Context: an optimization exercise on an open-source flow, tuned for small area, a short achievable clock period and few clock cycles per item. The choices shown serve that exercise and are no tape-out recipe.
Where RTL was checked, it was by simulation tests only, not by an equivalence proof against the original.
No activity file was given, so power comes from the tool's default toggle rates.

## main
==> flow/design.v <==
module sha1_block (
    input wire clk,
    input wire rst,
    input wire start,
    input wire [159:0] context_in,
    input wire [511:0] block,
    output wire done,
    output wire [159:0] context_out);
reg [31:0] a, b, c;       
reg [511:0] win;         
reg [31:0] s;            
reg [31:0] pw;           
reg [31:0] yz;           
reg [6:0] cnt;           
reg [3:0] gk;            
reg [2:0] gf;            
reg busy;
reg f1, f2, f81, f82, f83;   
reg done_r;
assign done = done_r;
assign context_out = {b, rotl2(c), pw, s, a};
wire [31:0] h0 = context_in[159:128];
wire [31:0] h1 = context_in[127:96];
wire [31:0] h2 = context_in[95:64];
wire [31:0] h3 = context_in[63:32];
wire [31:0] h4 = context_in[31:0];
function [31:0] rotl5(input [31:0] x); rotl5 = {x[26:0], x[31:27]}; endfunction
function [31:0] rotr2(input [31:0] x); rotr2 = {x[1:0], x[31:2]}; endfunction
function [31:0] rotl2(input [31:0] x); rotl2 = {x[29:0], x[31:30]}; endfunction
function [31:0] rotl1(input [31:0] x); rotl1 = {x[30:0], x[31]}; endfunction
function [31:0] kconst(input [3:0] g);
    kconst = ({32{g[0]}} & 32'h5A827999) | ({32{g[1]}} & 32'h6ED9EBA1) |
             ({32{g[2]}} & 32'h8F1BBCDC) | ({32{g[3]}} & 32'hCA62C1D6);
endfunction
wire [31:0] wx = rotl1(win[95:64] ^ win[255:224] ^ win[447:416] ^ win[511:480]);
reg [31:0] wn;
integer i;
always @* begin
    wn = {32{cnt >= 7'd16 && cnt < 7'd80}} & wx;
    for (i = 0; i < 16; i = i + 1)
        wn = wn | ({32{cnt == i}} & block[511 - 32*i -: 32]);
    wn = wn | ({32{cnt == 7'd80}} & h4) | ({32{cnt == 7'd81}} & h3) | ({32{cnt == 7'd82}} & h2);
end
wire [31:0] wq1 = win[31:0];                
wire [31:0] y = rotr2(b), z = c;
wire [31:0] fp = ({32{gf[0]}} & y) | ({32{gf[1]}} & ~yz) | ({32{gf[2]}} & (y | z));
wire [31:0] fq = ({32{gf[0]}} & z) | ({32{gf[1]}} & yz) | ({32{gf[2]}} & (y & z));
wire [31:0] f = (a & fp) | (~a & fq);      
wire [31:0] a_n = rotl5(a) + s;
wire [31:0] s_n = f + pw;
wire [31:0] pw_n = c + kconst(gk) + wq1;
wire [31:0] hb = {32{f82 | f83}} & yz;
always @(posedge clk) begin
    if (rst) begin
        busy <= 1'b0;
        done_r <= 1'b0;
    end else begin
        done_r <= busy && f83;
        if (start) busy <= 1'b1;
        else if (f83) busy <= 1'b0;
    end
    if (rst || !(busy || start)) cnt <= 7'd0;
    else cnt <= cnt + 7'd1;
    f1 <= start;
    f2 <= f1;
    f81 <= busy && (cnt == 7'd80);
    f82 <= busy && (cnt == 7'd81);
    f83 <= busy && (cnt == 7'd82);
    if (cnt < 7'd20) gk <= 4'b0001;
    else if (cnt < 7'd40) gk <= 4'b0010;
    else if (cnt < 7'd60) gk <= 4'b0100;
    else if (cnt < 7'd80) gk <= 4'b1000;
    else gk <= 4'b0000;
    gf <= (f81 || f82) ? 3'b000 : {gk[2], gk[1] | gk[3], gk[0]};
    win <= {win[479:0], wn};
    s <= s_n;
    pw <= pw_n;
    yz <= f81 ? h1 : f82 ? h0 : rotr2(a) ^ rotr2(b);
    if (start) begin
        a <= rotl2(h2);
        b <= rotl2(h3);
        c <= h4;
    end else begin
        a <= ({32{f1}} & h1) | ({32{f2}} & h0) | ({32{f83}} & s) |
             ({32{!(f1 | f2 | f83)}} & a_n);
        b <= a + hb;
        c <= rotr2(b);
    end
end
endmodule
export LEC_CHECK = 0
export CAP_MARGIN = 20
export CORE_MARGIN = 2
export CORE_UTILIZATION = 50
export PLACE_DENSITY = 0.65
export SETUP_SLACK_MARGIN = 2.3
export SLEW_MARGIN = 20
create_clock -name core_clock -period 6.0 [get_ports {clk}]
standard.sh (not shown) runs the stock make flow with config.mk's settings and CLKGATE_MAP_FILE= SYNTH_SCRIPT=/design/flow/synth_recipe.tcl, a recipe that flattens the netlist after the stock synthesis.
==> flow/flow/run.sh <==
#!/bin/bash
# The standard ORFS layout (standard.sh), except that the buffers ORFS puts on
# every input and output port are the smallest buffer cell instead of the
# resizer's default choice.
set -euo pipefail
bash standard.sh BUFFER_PORTS_ARGS="-buffer_cell sky130_fd_sc_hd__buf_1" finish > flow_make.log 2>&1
main closes out successfully: all stages finished, all timing, DRC and antenna checks passed.
Testbench counts of main, summed over its fixed seeds: cycles 43,520, blocks 512.
Input-level comparison between the feature branch and main:
==> flow/design.v <==
module sha1_block (
    input wire clk,
    input wire rst,
    input wire start,
    input wire [159:0] context_in,
    input wire [511:0] block,
    output wire done,
    output wire [159:0] context_out);
reg [31:0] a, b, c;       
reg [511:0] win;         
reg [31:0] s;            
reg [31:0] pw;           
reg [31:0] yz;           
reg [6:0] cnt;           
reg [2:0] gk;            
reg [2:0] gf;            
reg busy;
reg f1, f2, f81, f82, f83;   
reg done_r;
assign done = done_r;
assign context_out = {b, rotl2(c), pw, s, a};
wire [31:0] h0 = context_in[159:128];
wire [31:0] h1 = context_in[127:96];
wire [31:0] h2 = context_in[95:64];
wire [31:0] h3 = context_in[63:32];
wire [31:0] h4 = context_in[31:0];
function [31:0] rotl5(input [31:0] x); rotl5 = {x[26:0], x[31:27]}; endfunction
function [31:0] rotr2(input [31:0] x); rotr2 = {x[1:0], x[31:2]}; endfunction
function [31:0] rotl2(input [31:0] x); rotl2 = {x[29:0], x[31:30]}; endfunction
function [31:0] rotl1(input [31:0] x); rotl1 = {x[30:0], x[31]}; endfunction
function [31:0] kconst(input [2:0] g);
    case (g)
        3'd0: kconst = 32'h5A827999;
        3'd1: kconst = 32'h6ED9EBA1;
        3'd2: kconst = 32'h8F1BBCDC;
        3'd3: kconst = 32'hCA62C1D6;
        default: kconst = 32'd0;
    endcase
endfunction
wire [31:0] wx = rotl1(win[95:64] ^ win[255:224] ^ win[447:416] ^ win[511:480]);
wire [31:0] wb = block[511 - 32*cnt[3:0] -: 32];
wire [31:0] wh = (cnt[1:0] == 2'd0) ? h4 : (cnt[1:0] == 2'd1) ? h3 : h2;
wire [31:0] wn = start ? block[511:480] : (cnt < 7'd16) ? wb : (cnt >= 7'd80) ? wh : wx;
wire [31:0] wq1 = win[31:0];                
wire [31:0] y = rotr2(b), z = c;
wire [31:0] fp = ({32{gf[0]}} & y) | ({32{gf[1]}} & ~yz) | ({32{gf[2]}} & (y | z));
wire [31:0] fq = ({32{gf[0]}} & z) | ({32{gf[1]}} & yz) | ({32{gf[2]}} & (y & z));
wire [31:0] f = (a & fp) | (~a & fq);      
wire [31:0] a_n = rotl5(a) + s;
wire [31:0] s_n = f + pw;
wire [31:0] pw_n = c + kconst(gk) + wq1;
wire [31:0] hb = ({32{f82}} & h1) | ({32{f83}} & h0);
always @(posedge clk) begin
    if (rst) begin
        busy <= 1'b0;
        done_r <= 1'b0;
    end else begin
        done_r <= busy && f83;
        if (start) busy <= 1'b1;
        else if (f83) busy <= 1'b0;
    end
    if (start) cnt <= 7'd1;
    else cnt <= cnt + 7'd1;
    f1 <= start;
    f2 <= f1;
    f81 <= busy && !start && (cnt == 7'd80);
    f82 <= busy && !start && (cnt == 7'd81);
    f83 <= busy && !start && (cnt == 7'd82);
    if (start || cnt < 7'd20) gk <= 3'd0;
    else if (cnt < 7'd40) gk <= 3'd1;
    else if (cnt < 7'd60) gk <= 3'd2;
    else if (cnt < 7'd80) gk <= 3'd3;
    else gk <= 3'd4;
    gf <= (f81 || f82) ? 3'b000 :
          (gk == 3'd0) ? 3'b001 :
          (gk == 3'd2) ? 3'b100 : 3'b010;
    win <= {win[479:0], wn};
    s <= s_n;
    pw <= pw_n;
    yz <= rotr2(a) ^ rotr2(b);
    if (start) begin
        a <= rotl2(h2);
        b <= rotl2(h3);
        c <= h4;
    end else begin
        a <= f1 ? h1 : f2 ? h0 : f83 ? s : a_n;
        b <= a + hb;
        c <= rotr2(b);
    end
end
endmodule
Compared with main, the feature branch shows a synthesized area that is about 4% higher.
The feature branch ended with less sequential share of cell area than main.
The lower count of clock-buffer cells in the layout came out of the feature branch.
The feature branch reports its worst setup path startpoint as context_in[128] while main reports c[2]$_DFF_P_.
Looking at die area across both flows, the feature branch is the weaker of the two, with main ahead.
Cmp main and the feature branch / signed area change from the synthesized netlist to the final layout / lower: main
Worst hold slack across all endpoints delta for the feature branch relative to main: 0.012 ns higher
Diff main -> the feature branch: post-cts sizing count went up by 37; area share of fa/ha/maj cells after synthesis -0.25 points; share of total power in combinational logic higher; portion of total power attributed to the clock network went down by 0.7 points.
In the feature branch, the pre-CTS worst setup slack came out 0.49 ns below the value in main.
Comparing main with the feature branch, the net switching fraction of the power came out essentially unchanged.
Function not checked in the feature branch: the RTL went through the layout flow alone.

* * *

Another version of the RTL of sha1_block (not shown whole).
Size in the first run: about 3100 cells after synthesis, about 690 flip-flops, about 840 I/O pins, about 33000 sq um of cells after synthesis.
==> module sha1_block, before the edit <==
module sha1_block (
    input wire clk,
    input wire rst,
    input wire start,
    input wire [159:0] context_in,
    input wire [511:0] block,
    output wire done,
    output wire [159:0] context_out);
reg [31:0] a, b, c, d, e;
reg [511:0] win;         
reg [31:0] s;            
reg [31:0] pw;           
reg [6:0] cnt;           
reg [1:0] gk;            
reg [2:0] gf;            
reg busy;
reg f1, f2, f80, f81, f82;   
reg done_r;
assign done = done_r;
assign context_out = {a, b, c, pw, s};
wire [31:0] h0 = context_in[159:128];
wire [31:0] h1 = context_in[127:96];
wire [31:0] h2 = context_in[95:64];
wire [31:0] h3 = context_in[63:32];
wire [31:0] h4 = context_in[31:0];
function [31:0] rotl5(input [31:0] x); rotl5 = {x[26:0], x[31:27]}; endfunction
function [31:0] rotr2(input [31:0] x); rotr2 = {x[1:0], x[31:2]}; endfunction
function [31:0] rotl2(input [31:0] x); rotl2 = {x[29:0], x[31:30]}; endfunction
function [31:0] rotl1(input [31:0] x); rotl1 = {x[30:0], x[31]}; endfunction
function [31:0] kconst(input [1:0] g);
    case (g)
        2'd0: kconst = 32'h5A827999;
        2'd1: kconst = 32'h6ED9EBA1;
        2'd2: kconst = 32'h8F1BBCDC;
        default: kconst = 32'hCA62C1D6;
    endcase
endfunction
wire [31:0] wx = rotl1(win[95:64] ^ win[255:224] ^ win[447:416] ^ win[511:480]);
wire [31:0] wb = block[511 - 32*cnt[3:0] -: 32];
wire [31:0] wn = start ? block[511:480] : (cnt < 7'd16) ? wb : wx;
wire [31:0] wq1 = win[31:0];                
wire [31:0] x = a, y = rotr2(b), z = c;
wire [31:0] f = ({32{gf[0]}} & ((x & y) | (~x & z))) |
                ({32{gf[1]}} & (x ^ y ^ z)) |
                ({32{gf[2]}} & ((x & y) | (x & z) | (y & z)));
wire [31:0] a_n = rotl5(a) + s;
wire [31:0] s_n = f + pw;
wire [31:0] pw_w = f81 ? h4 : f82 ? h3 : wq1;
wire [31:0] pw_k = (f81 || f82) ? 32'd0 : kconst(gk);
wire [31:0] pw_n = c + pw_k + pw_w + (f80 ? h0 : 32'd0);
always @(posedge clk) begin
    if (rst) begin
        busy <= 1'b0;
        done_r <= 1'b0;
    end else begin
        done_r <= busy && f82;
        if (start) busy <= 1'b1;
        else if (f82) busy <= 1'b0;
    end
    if (start) cnt <= 7'd1;
    else cnt <= cnt + 7'd1;
    f1 <= start;
    f2 <= f1;
    f80 <= busy && !start && (cnt == 7'd79);
    f81 <= busy && !start && (cnt == 7'd80);
    f82 <= busy && !start && (cnt == 7'd81);
    if (start || cnt < 7'd20) gk <= 2'd0;
    else if (cnt < 7'd40) gk <= 2'd1;
    else if (cnt < 7'd60) gk <= 2'd2;
    else gk <= 2'd3;
    gf <= f81 ? 3'b000 :
          (gk == 2'd0) ? 3'b001 :
          (gk == 2'd2) ? 3'b100 : 3'b010;
    win <= {win[479:0], wn};
    s <= s_n;
    pw <= pw_n;
    if (start) begin
        a <= rotl2(h2);
        b <= rotl2(h3);
        c <= h4;
    end else begin
        a <= f1 ? h1 : f2 ? h0 : a_n;
        b <= f82 ? a + h1 : a;
        c <= f82 ? rotr2(b) + h2 : rotr2(b);
    end
    d <= c;
    e <= d;
end
endmodule
Settings: LEC_CHECK=0, CAP_MARGIN=20, CORE_MARGIN=2, CORE_UTILIZATION=50, PLACE_DENSITY=0.65, SETUP_SLACK_MARGIN=2.7, SLEW_MARGIN=20; clock period 6.0 ns.
Scripts as last shown in full above: flow/flow/run.sh
Change:
--- a/flow/design.v
+++ b/flow/design.v
@@ -5,20 +5,20 @@
     input wire [159:0] context_in,
     input wire [511:0] block,
     output wire done,
     output wire [159:0] context_out);
-reg [31:0] a, b, c, d, e;
+reg [31:0] a, b, c;       
 reg [511:0] win;         
 reg [31:0] s;            
 reg [31:0] pw;           
 reg [6:0] cnt;           
 reg [1:0] gk;            
 reg [2:0] gf;            
 reg busy;
-reg f1, f2, f80, f81, f82;   
+reg f1, f2, f81, f82, f83;   
 reg done_r;
 assign done = done_r;
-assign context_out = {a, b, c, pw, s};
+assign context_out = {b, rotl2(c), pw, s, a};
 wire [31:0] h0 = context_in[159:128];
 wire [31:0] h1 = context_in[127:96];
 wire [31:0] h2 = context_in[95:64];
 wire [31:0] h3 = context_in[63:32];
@@ -44,32 +44,32 @@
                 ({32{gf[1]}} & (x ^ y ^ z)) |
                 ({32{gf[2]}} & ((x & y) | (x & z) | (y & z)));
 wire [31:0] a_n = rotl5(a) + s;
 wire [31:0] s_n = f + pw;
-wire [31:0] pw_w = f81 ? h4 : f82 ? h3 : wq1;
-wire [31:0] pw_k = (f81 || f82) ? 32'd0 : kconst(gk);
-wire [31:0] pw_n = c + pw_k + pw_w + (f80 ? h0 : 32'd0);
+wire [31:0] pw_w = (f81 || f82 || f83) ? 32'd0 : wq1;
+wire [31:0] pw_k = f81 ? h4 : f82 ? h3 : f83 ? h2 : kconst(gk);
+wire [31:0] pw_n = c + pw_k + pw_w;
 always @(posedge clk) begin
     if (rst) begin
         busy <= 1'b0;
         done_r <= 1'b0;
     end else begin
-        done_r <= busy && f82;
+        done_r <= busy && f83;
         if (start) busy <= 1'b1;
-        else if (f82) busy <= 1'b0;
+        else if (f83) busy <= 1'b0;
     end
     if (start) cnt <= 7'd1;
     else cnt <= cnt + 7'd1;
     f1 <= start;
     f2 <= f1;
-    f80 <= busy && !start && (cnt == 7'd79);
     f81 <= busy && !start && (cnt == 7'd80);
     f82 <= busy && !start && (cnt == 7'd81);
+    f83 <= busy && !start && (cnt == 7'd82);
     if (start || cnt < 7'd20) gk <= 2'd0;
     else if (cnt < 7'd40) gk <= 2'd1;
     else if (cnt < 7'd60) gk <= 2'd2;
     else gk <= 2'd3;
-    gf <= f81 ? 3'b000 :
+    gf <= (f81 || f82) ? 3'b000 :
           (gk == 2'd0) ? 3'b001 :
           (gk == 2'd2) ? 3'b100 : 3'b010;
     win <= {win[479:0], wn};
     s <= s_n;
@@ -78,12 +78,10 @@
         a <= rotl2(h2);
         b <= rotl2(h3);
         c <= h4;
     end else begin
-        a <= f1 ? h1 : f2 ? h0 : a_n;
-        b <= f82 ? a + h1 : a;
-        c <= f82 ? rotr2(b) + h2 : rotr2(b);
+        a <= f1 ? h1 : f2 ? h0 : f83 ? s : a_n;
+        b <= (f82 || f83) ? a + (f82 ? h1 : h0) : a;
+        c <= rotr2(b);
     end
-    d <= c;
-    e <= d;
 end
 endmodule
=> Total power is lower by 3.0%; setup slack is better by 0.32 ns; final area is lower by 2.6%; non-clock buffer count is higher by 33; synthesized cell count is lower by 8.5%; via count is lower by 2.9%; count of clock-buffer cells in the layout is higher by 9.
Testbench counts after the change, summed over its fixed seeds: cycles 43,520, blocks 512.
Function not checked in the first run of this note: the RTL went through the layout flow alone.

* * *

Another version of the RTL of sha1_block (not shown whole).
Size in the first run: roughly 2900 cells after synthesis, roughly 730 flip-flops, roughly 840 I/O pins, ~0.030 mm2 of cells after synthesis.
==> module sha1_block, before the edit <==
module sha1_block (
    input wire clk,
    input wire rst,
    input wire start,
    input wire [159:0] context_in,
    input wire [511:0] block,
    output wire done,
    output wire [159:0] context_out);
reg [31:0] a, b, c;       
reg [511:0] win;         
reg [31:0] s;            
reg [31:0] pw;           
reg [31:0] yz;           
reg [6:0] cnt;           
reg [3:0] gk;            
reg [2:0] gf;            
reg busy;
reg f1, f2, f81, f82, f83;   
reg done_r;
assign done = done_r;
assign context_out = {b, rotl2(c), pw, s, a};
wire [31:0] h0 = context_in[159:128];
wire [31:0] h1 = context_in[127:96];
wire [31:0] h2 = context_in[95:64];
wire [31:0] h3 = context_in[63:32];
wire [31:0] h4 = context_in[31:0];
function [31:0] rotl5(input [31:0] x); rotl5 = {x[26:0], x[31:27]}; endfunction
function [31:0] rotr2(input [31:0] x); rotr2 = {x[1:0], x[31:2]}; endfunction
function [31:0] rotl2(input [31:0] x); rotl2 = {x[29:0], x[31:30]}; endfunction
function [31:0] rotl1(input [31:0] x); rotl1 = {x[30:0], x[31]}; endfunction
function [31:0] kconst(input [3:0] g);
    kconst = ({32{g[0]}} & 32'h5A827999) | ({32{g[1]}} & 32'h6ED9EBA1) |
             ({32{g[2]}} & 32'h8F1BBCDC) | ({32{g[3]}} & 32'hCA62C1D6);
endfunction
wire [31:0] wx = rotl1(win[95:64] ^ win[255:224] ^ win[447:416] ^ win[511:480]);
reg [31:0] wn;
integer i;
always @* begin
    wn = {32{cnt >= 7'd16 && cnt < 7'd80}} & wx;
    for (i = 0; i < 16; i = i + 1)
        wn = wn | ({32{cnt == i}} & block[511 - 32*i -: 32]);
    wn = wn | ({32{cnt == 7'd80}} & h4) | ({32{cnt == 7'd81}} & h3) | ({32{cnt == 7'd82}} & h2);
end
wire [31:0] wq1 = win[31:0];                
wire [31:0] y = rotr2(b), z = c;
wire [31:0] fp = ({32{gf[0]}} & y) | ({32{gf[1]}} & ~yz) | ({32{gf[2]}} & (y | z));
wire [31:0] fq = ({32{gf[0]}} & z) | ({32{gf[1]}} & yz) | ({32{gf[2]}} & (y & z));
wire [31:0] f = (a & fp) | (~a & fq);      
wire [31:0] a_n = rotl5(a) + s;
wire [31:0] s_n = f + pw;
wire [31:0] pw_n = c + kconst(gk) + wq1;
wire [31:0] ba = {32{!start}} & a;
wire [31:0] hb = start ? rotl2(h3) : {32{f82 | f83}} & yz;
always @(posedge clk) begin
    if (rst) begin
        busy <= 1'b0;
        done_r <= 1'b0;
    end else begin
        done_r <= busy && f83;
        if (start) busy <= 1'b1;
        else if (f83) busy <= 1'b0;
    end
    if (rst || !(busy || start)) cnt <= 7'd0;
    else cnt <= cnt + 7'd1;
    f1 <= start;
    f2 <= f1;
    f81 <= busy && (cnt == 7'd80);
    f82 <= busy && (cnt == 7'd81);
    f83 <= busy && (cnt == 7'd82);
    if (cnt < 7'd20) gk <= 4'b0001;
    else if (cnt < 7'd40) gk <= 4'b0010;
    else if (cnt < 7'd60) gk <= 4'b0100;
    else if (cnt < 7'd80) gk <= 4'b1000;
    else gk <= 4'b0000;
    gf <= (f81 || f82) ? 3'b000 : {gk[2], gk[1] | gk[3], gk[0]};
    win <= {win[479:0], wn};
    s <= s_n;
    pw <= pw_n;
    yz <= f81 ? h1 : f82 ? h0 : rotr2(a) ^ rotr2(b);
    b <= ba + hb;
    a <= ({32{start}} & rotl2(h2)) | ({32{f1}} & h1) | ({32{f2}} & h0) |
         ({32{f83}} & s) | ({32{!(start | f1 | f2 | f83)}} & a_n);
    c <= start ? h4 : rotr2(b);
end
endmodule
==> flow/config.mk <==
export PLATFORM = sky130hd
export DESIGN_NAME = sha1_block
export DESIGN_NICKNAME = sha1_block
export VERILOG_FILES = /design/flow/design.v
export SDC_FILE = /design/flow/constraint.sdc
export NUM_CORES = 4
export LEC_CHECK = 0
export CAP_MARGIN = 20
export CORE_MARGIN = 2
export CORE_UTILIZATION = 50
export CTS_CLUSTER_DIAMETER = 80
export CTS_CLUSTER_SIZE = 30
export PLACE_DENSITY = 0.65
export SETUP_SLACK_MARGIN = 2.6
export SLEW_MARGIN = 20
==> flow/constraint.sdc <==
create_clock -name core_clock -period 6.0 [get_ports {clk}]
set_input_delay 1.2000 -clock core_clock [delete_from_list [all_inputs] [get_ports {clk}]]
set_output_delay 1.2000 -clock core_clock [all_outputs]
set_load 0.01 [all_outputs]
Scripts as last shown in full above: flow/flow/run.sh
The first run finished with timing, DRC and antenna clean.
Edit:
--- a/flow/design.v
+++ b/flow/design.v
@@ -27,8 +27,30 @@
 function [31:0] rotl5(input [31:0] x); rotl5 = {x[26:0], x[31:27]}; endfunction
 function [31:0] rotr2(input [31:0] x); rotr2 = {x[1:0], x[31:2]}; endfunction
 function [31:0] rotl2(input [31:0] x); rotl2 = {x[29:0], x[31:30]}; endfunction
 function [31:0] rotl1(input [31:0] x); rotl1 = {x[30:0], x[31]}; endfunction
+function [31:0] sk_add(input [31:0] x, input [31:0] y);
+    reg [31:0] g, p;
+    integer i, l;
+    begin
+        g = x & y;
+        p = x ^ y;
+        for (l = 0; l < 5; l = l + 1)
+            for (i = 31; i >= 0; i = i - 1)
+                if (((i >> l) & 1) == 1) begin
+                    g[i] = g[i] | (p[i] & g[((i >> l) << l) - 1]);
+                    p[i] = p[i] & p[((i >> l) << l) - 1];
+                end
+        sk_add = x ^ y ^ {g[30:0], 1'b0};
+    end
+endfunction
+function [31:0] sk_add3(input [31:0] x, input [31:0] y, input [31:0] z);
+    reg [31:0] m;
+    begin
+        m = (x & y) | (x & z) | (y & z);
+        sk_add3 = sk_add(x ^ y ^ z, {m[30:0], 1'b0});
+    end
+endfunction
 function [31:0] kconst(input [3:0] g);
     kconst = ({32{g[0]}} & 32'h5A827999) | ({32{g[1]}} & 32'h6ED9EBA1) |
              ({32{g[2]}} & 32'h8F1BBCDC) | ({32{g[3]}} & 32'hCA62C1D6);
 endfunction
@@ -45,13 +67,12 @@
 wire [31:0] y = rotr2(b), z = c;
 wire [31:0] fp = ({32{gf[0]}} & y) | ({32{gf[1]}} & ~yz) | ({32{gf[2]}} & (y | z));
 wire [31:0] fq = ({32{gf[0]}} & z) | ({32{gf[1]}} & yz) | ({32{gf[2]}} & (y & z));
 wire [31:0] f = (a & fp) | (~a & fq);      
-wire [31:0] a_n = rotl5(a) + s;
-wire [31:0] s_n = f + pw;
-wire [31:0] pw_n = c + kconst(gk) + wq1;
-wire [31:0] ba = {32{!start}} & a;
-wire [31:0] hb = start ? rotl2(h3) : {32{f82 | f83}} & yz;
+wire [31:0] a_n = sk_add(rotl5(a), s);
+wire [31:0] s_n = sk_add(f, pw);
+wire [31:0] pw_n = sk_add3(c, kconst(gk), wq1);
+wire [31:0] hb = {32{f82 | f83}} & yz;
 always @(posedge clk) begin
     if (rst) begin
         busy <= 1'b0;
         done_r <= 1'b0;
@@ -76,10 +97,16 @@
     win <= {win[479:0], wn};
     s <= s_n;
     pw <= pw_n;
     yz <= f81 ? h1 : f82 ? h0 : rotr2(a) ^ rotr2(b);
-    b <= ba + hb;
-    a <= ({32{start}} & rotl2(h2)) | ({32{f1}} & h1) | ({32{f2}} & h0) |
-         ({32{f83}} & s) | ({32{!(start | f1 | f2 | f83)}} & a_n);
-    c <= start ? h4 : rotr2(b);
+    if (start) begin
+        a <= rotl2(h2);
+        b <= rotl2(h3);
+        c <= h4;
+    end else begin
+        a <= ({32{f1}} & h1) | ({32{f2}} & h0) | ({32{f83}} & s) |
+             ({32{!(f1 | f2 | f83)}} & a_n);
+        b <= sk_add(a, hb);
+        c <= rotr2(b);
+    end
 end
 endmodule
Outcome:
- The new run finished with timing, DRC and antenna clean
- clock skew climbs by 0.0086 ns
- clock-buffer cell count drops by 3
- design area drops by a few percent
- die area goes down by a few percent
- total power drops by roughly a tenth
- register-to-register slack is better by 0.57 ns
- final cell count fell by a few percent
- utilization falls by 2.2 points
- synthesized cell count fell by a few percent
- global-route usage went up by 1.7 points
Testbench counts after the change, summed over its fixed seeds: cycles 43,520, blocks 512.
Function not checked in the first run of this note: the RTL went through the layout flow alone.

==> what the ideal ports hide <==
How much do the figures lean on ideal ports? The routed layouts below were timed once more, with nothing changed but the port constraints. Step 1: set_driving_cell puts a clkbuf_16 on clk and a buf_2 on each other input, an assumption about the parent block. Step 2 adds t to the input delays and takes it off the output delays; t is the mean of the earliest and latest rising clock arrival at the registers after step 1. Input paths then give back, and output paths get back, about the clock's delay inside the block. Three values: no drivers, after step 1, after step 2; two values: the first two.
run | t, ns | setup WS [ns] | worst setup path after step 2 | worst slew at a driven data input, ns
main | 0.678 | 2.396 / 2.396 / 2.396 | register to register | 0.21
the feature branch | 0.681 | 2.258 / 2.276 / 1.620 | input to register | 0.29
the first run of note 2 | 0.680 | 1.431 / 1.467 / 0.795 | input to register | 0.23
the second run of note 2 | 0.670 | 1.754 / 1.754 / 1.118 | input to register | 0.27
the first run of note 3 | 0.655 | 2.054 / 2.054 / 1.807 | input to register | 0.31
the second run of note 3 | 0.667 | 2.624 / 2.624 / 2.624 | register to register | 0.23
After both steps setup and hold are still met in every run listed. For the feature branch, which loses most, drivers alone change the setup slack by +0.018 ns; drivers and shift together by -0.638 ns.
